Context: an optimization exercise on an open-source flow, tuned for small area. The choices shown serve that exercise and are no tape-out recipe.
The RTL was checked by simulation tests, not by an equivalence proof against the original design.
Power figures rest on the tool's default switching activity, not on a simulated workload.

==> flow/design.v <==
`default_nettype none
module wb_slave #(
	parameter ADDR_WIDTH = 16,
	parameter DATA_WIDTH = 32,
	parameter GRANULE = 8,
	parameter REGISTER_NUM = 16,
	localparam SEL_WIDTH = DATA_WIDTH / GRANULE
	) (
	input  wire rst_i,
	input  wire clk_i,
	input  wire [ADDR_WIDTH-1:0] adr_i,
	input  wire [DATA_WIDTH-1:0] dat_i,
	output reg  [DATA_WIDTH-1:0] dat_o,
	input  wire [SEL_WIDTH-1:0]  sel_i,
	input  wire we_i,
	input  wire stb_i,
	output wire ack_o,
	output wire err_o,
	output wire stall_o,
	input  wire cyc_i
	);
	reg [1:0] state;
	reg [3:0] r_adr;
	reg r_oor;
	wire idle = ~state[1] & ~state[0];
	wire in_range = ~|adr_i[ADDR_WIDTH-1:4];
	always @(posedge clk_i) begin
		if (idle) begin
			r_adr <= adr_i[3:0];
			r_oor <= ~in_range;
		end
	end
	always @(posedge clk_i) begin
		state[1] <= ~rst_i & ((state[0] & ~state[1]) | (state[1] & ~state[0] & stb_i));
		state[0] <= ~rst_i & ((~state[1] & stb_i) | (state[1] & state[0]));
	end
	assign   ack_o = state[1] & ~r_oor;
	assign   err_o = state[1] & r_oor;
	assign stall_o = state[1] & state[0];
	wire wr = ~rst_i & idle & stb_i & we_i & in_range;
	wire [REGISTER_NUM-1:0] wdec, rdec, wrk_n;
	wire [SEL_WIDTH-1:0] sel_n = ~sel_i;
	genvar gi, gb, gk;
	generate
		for (gi = 0; gi < REGISTER_NUM; gi = gi + 1) begin : g_dec
			assign wdec[gi] = (adr_i[3:0] == gi);
			assign rdec[gi] = (r_adr == gi);
			assign wrk_n[gi] = ~(wr & wdec[gi]);
		end
	endgenerate
	reg [DATA_WIDTH-1:0] register_value [0:REGISTER_NUM-1];
	wire [DATA_WIDTH-1:0] rd_v [0:13];
	wire [13:0] rd_s;
	generate
		for (gi = 0; gi < REGISTER_NUM; gi = gi + 1) begin : g_reg
			if (gi != 8 && gi != 9) begin : g_st
				localparam integer RI = (gi < 8) ? gi : gi - 2;
				assign rd_v[RI] = register_value[gi];
				assign rd_s[RI] = rdec[gi];
				for (gb = 0; gb < SEL_WIDTH; gb = gb + 1) begin : g_byte
					wire w, h;
					wb_byte_en u_en (.wrk_n(wrk_n[gi]), .sel_n(sel_n[gb]), .rst(rst_i), .w(w), .h(h));
					for (gk = 0; gk < GRANULE; gk = gk + 1) begin : g_bit
						wire nxt;
						wb_hold u_hold (
							.q(register_value[gi][gb*GRANULE+gk]),
							.d(dat_i[gb*GRANULE+gk]),
							.w(w), .h(h), .nxt(nxt));
						always @(posedge clk_i)
							register_value[gi][gb*GRANULE+gk] <= nxt;
					end
				end
			end
		end
		for (gk = 0; gk < DATA_WIDTH; gk = gk + 1) begin : g_rd
			wire o;
			wb_rdmux u_rd (
				.v({rd_v[13][gk], rd_v[12][gk], rd_v[11][gk], rd_v[10][gk],
				    rd_v[9][gk], rd_v[8][gk], rd_v[7][gk], rd_v[6][gk],
				    rd_v[5][gk], rd_v[4][gk], rd_v[3][gk], rd_v[2][gk],
				    rd_v[1][gk], rd_v[0][gk]}),
				.s(rd_s), .o(o));
			always @(*) dat_o[gk] = o;
		end
	endgenerate
endmodule
module wb_hold (
	input  wire q,
	input  wire d,
	input  wire w,
	input  wire h,
	output wire nxt
	);
	assign nxt = (q & h) | (d & w);
endmodule
module wb_byte_en (
	input  wire wrk_n,
	input  wire sel_n,
	input  wire rst,
	output wire w,
	output wire h
	);
	wb_nor2 u_w (.a(wrk_n), .b(sel_n), .y(w));
	wb_nor2 u_h (.a(rst), .b(w), .y(h));
endmodule
module wb_nor2 (
	input  wire a,
	input  wire b,
	output wire y
	);
	assign y = ~(a | b);
endmodule
module wb_rdmux (
	input  wire [13:0] v,
	input  wire [13:0] s,
	output wire o
	);
	wire [3:0] y;
	genvar g;
	generate
		for (g = 0; g < 4; g = g + 1) begin : g_aoi
			wb_aoi222 u_aoi (
				.a1(v[3*g]), .a2(s[3*g]), .b1(v[3*g+1]), .b2(s[3*g+1]),
				.c1(v[3*g+2]), .c2(s[3*g+2]), .y(y[g]));
		end
	endgenerate
	wb_rdout u_out (.y(y), .a1(v[12]), .a2(s[12]), .b1(v[13]), .b2(s[13]), .o(o));
endmodule
module wb_aoi222 (
	input  wire a1, a2, b1, b2, c1, c2,
	output wire y
	);
	assign y = ~((a1 & a2) | (b1 & b2) | (c1 & c2));
endmodule
module wb_rdout (
	input  wire [3:0] y,
	input  wire a1, a2, b1, b2,
	output wire o
	);
	assign o = ~&y | (a1 & a2) | (b1 & b2);
endmodule
`default_nettype wire
==> flow/config.mk <==
export PLATFORM = sky130hd
export DESIGN_NAME = wb_slave
export DESIGN_NICKNAME = wb_slave
export VERILOG_FILES = /design/flow/design.v
export SDC_FILE = /design/flow/constraint.sdc
export NUM_CORES = 4
export LEC_CHECK = 0
export CAP_MARGIN = 20
export CORE_MARGIN = 2
export CORE_UTILIZATION = 65
export CTS_BUF_LIST = sky130_fd_sc_hd__clkbuf_16
export CTS_CLUSTER_DIAMETER = 100
export CTS_CLUSTER_SIZE = 30
export SLEW_MARGIN = 20
export SYNTH_HIERARCHICAL = 1
==> flow/constraint.sdc <==
create_clock -name core_clock -period 5.0 [get_ports {clk_i}]
set_input_delay 1.0000 -clock core_clock [delete_from_list [all_inputs] [get_ports {clk_i}]]
set_output_delay 1.0000 -clock core_clock [all_outputs]
set_load 0.01 [all_outputs]
standard.sh (not shown) runs the stock make flow with config.mk's settings and CLKGATE_MAP_FILE= SYNTH_SCRIPT=/design/flow/synth_recipe.tcl, a recipe that flattens the netlist after the stock synthesis.
==> flow/flow/run.sh <==
#!/bin/bash
# The standard layout (standard.sh, with its standard synthesis), with two
# changes passed to ORFS through its own variables:
#  - port buffers use the smallest buffer cell instead of the resizer's pick;
#  - clock tree: larger sink clusters of clkbuf_16 and no dummy loads.
# The full output of the run goes to layout.log in this folder; ORFS's per-step
# logs stay under orfs/logs/.
set -euo pipefail
export BUFFER_PORTS_ARGS="-buffer_cell sky130_fd_sc_hd__buf_1"
export GPL_KEEP_OVERFLOW=0
export CTS_ARGS="-sink_clustering_enable -repair_clock_nets -sink_clustering_size 30 -sink_clustering_max_diameter 100 -buf_list sky130_fd_sc_hd__clkbuf_16 -dont_use_dummy_load"
bash standard.sh > layout.log 2>&1
Then changed:
Settings changed: CORE_UTILIZATION 65 to 40.
What happened:
- global-route usage falls by 11 points
- via count falls by 0.92%
- core utilization falls by 27 points
- setup slack got worse by 0.016 ns
- first-iteration DRC count falls by about 22%
- routed wire length rises by about 8%
- register-to-register slack got worse by 0.09 ns
Then changed:
--- a/flow/flow/run.sh
+++ b/flow/flow/run.sh
@@ -9,4 +9,3 @@
 export BUFFER_PORTS_ARGS="-buffer_cell sky130_fd_sc_hd__buf_1"
-export GPL_KEEP_OVERFLOW=0
-export CTS_ARGS="-sink_clustering_enable -repair_clock_nets -sink_clustering_size 30 -sink_clustering_max_diameter 100 -buf_list sky130_fd_sc_hd__clkbuf_16 -dont_use_dummy_load"
+export CTS_ARGS="-sink_clustering_enable -repair_clock_nets -sink_clustering_size 25 -sink_clustering_max_diameter 150 -buf_list sky130_fd_sc_hd__clkbuf_16 -dont_use_dummy_load"
 bash standard.sh > layout.log 2>&1
Wire length fell by 1.1%.
Setup slack is better by 0.0045 ns.
Cell count rose by 2.8%.
Count of clock-buffer cells in the layout rose by 3.
Global-route usage fell by 0.43 points.
Sequential share of layout area fell by 0.56 points.
Total power rose by 1.4%.
Clock skew fell by 0.0071 ns.
Combinational power fell by 9.7%.
Synthesized cell count does not change.
Cell area rose by 1.1%.
Then changed:
--- a/flow/flow/run.sh
+++ b/flow/flow/run.sh
@@ -9,3 +9,3 @@
 export BUFFER_PORTS_ARGS="-buffer_cell sky130_fd_sc_hd__buf_1"
-export CTS_ARGS="-sink_clustering_enable -repair_clock_nets -sink_clustering_size 25 -sink_clustering_max_diameter 150 -buf_list sky130_fd_sc_hd__clkbuf_16 -dont_use_dummy_load"
+export CTS_ARGS="-sink_clustering_enable -repair_clock_nets -sink_clustering_size 30 -sink_clustering_max_diameter 100 -buf_list sky130_fd_sc_hd__clkbuf_16 -dont_use_dummy_load"
 bash standard.sh > layout.log 2>&1
Result: Global-route usage is about the same. Total power drops by 2.0%. Routed wire length stays flat.

-- afterwards: timing with drivers on the ports --
The results above use ideal ports. As a check the final layouts listed here were re-extracted and re-timed, cells and wires unchanged. Step 1 (the two cells are an assumption about what drives the block):
set clk [get_ports {clk_i}]
set_driving_cell -lib_cell sky130_fd_sc_hd__clkbuf_16 $clk
set_driving_cell -lib_cell sky130_fd_sc_hd__buf_2 [delete_from_list [all_inputs] $clk]
Step 2 also shifts input and output timing later by t, the mid clock arrival at the registers, as if the neighbouring blocks saw the same clock. Three values: no drivers, after step 1, after step 2; two values: the first two.
run | t, ns | setup WS [ns] | slew at the worst register clock pin (ns) | pins driven straight from the clock port
the first run | 0.560 | 0.792 / 0.738 / 0.676 | 0.11 / 0.11 | 1
the second run | 0.568 | 0.776 / 0.720 / 0.574 | 0.12 / 0.12 | 1
the third run | 0.576 | 0.780 / 0.724 / 1.140 | 0.10 / 0.10 | 1
the fourth run | 0.577 | 0.802 / 0.747 / 1.109 | 0.12 / 0.12 | 1
After both steps every run listed still meets setup and hold. The setup slack of the second run, which loses most, moves by -0.056 ns with the drivers and by -0.202 ns with both steps.
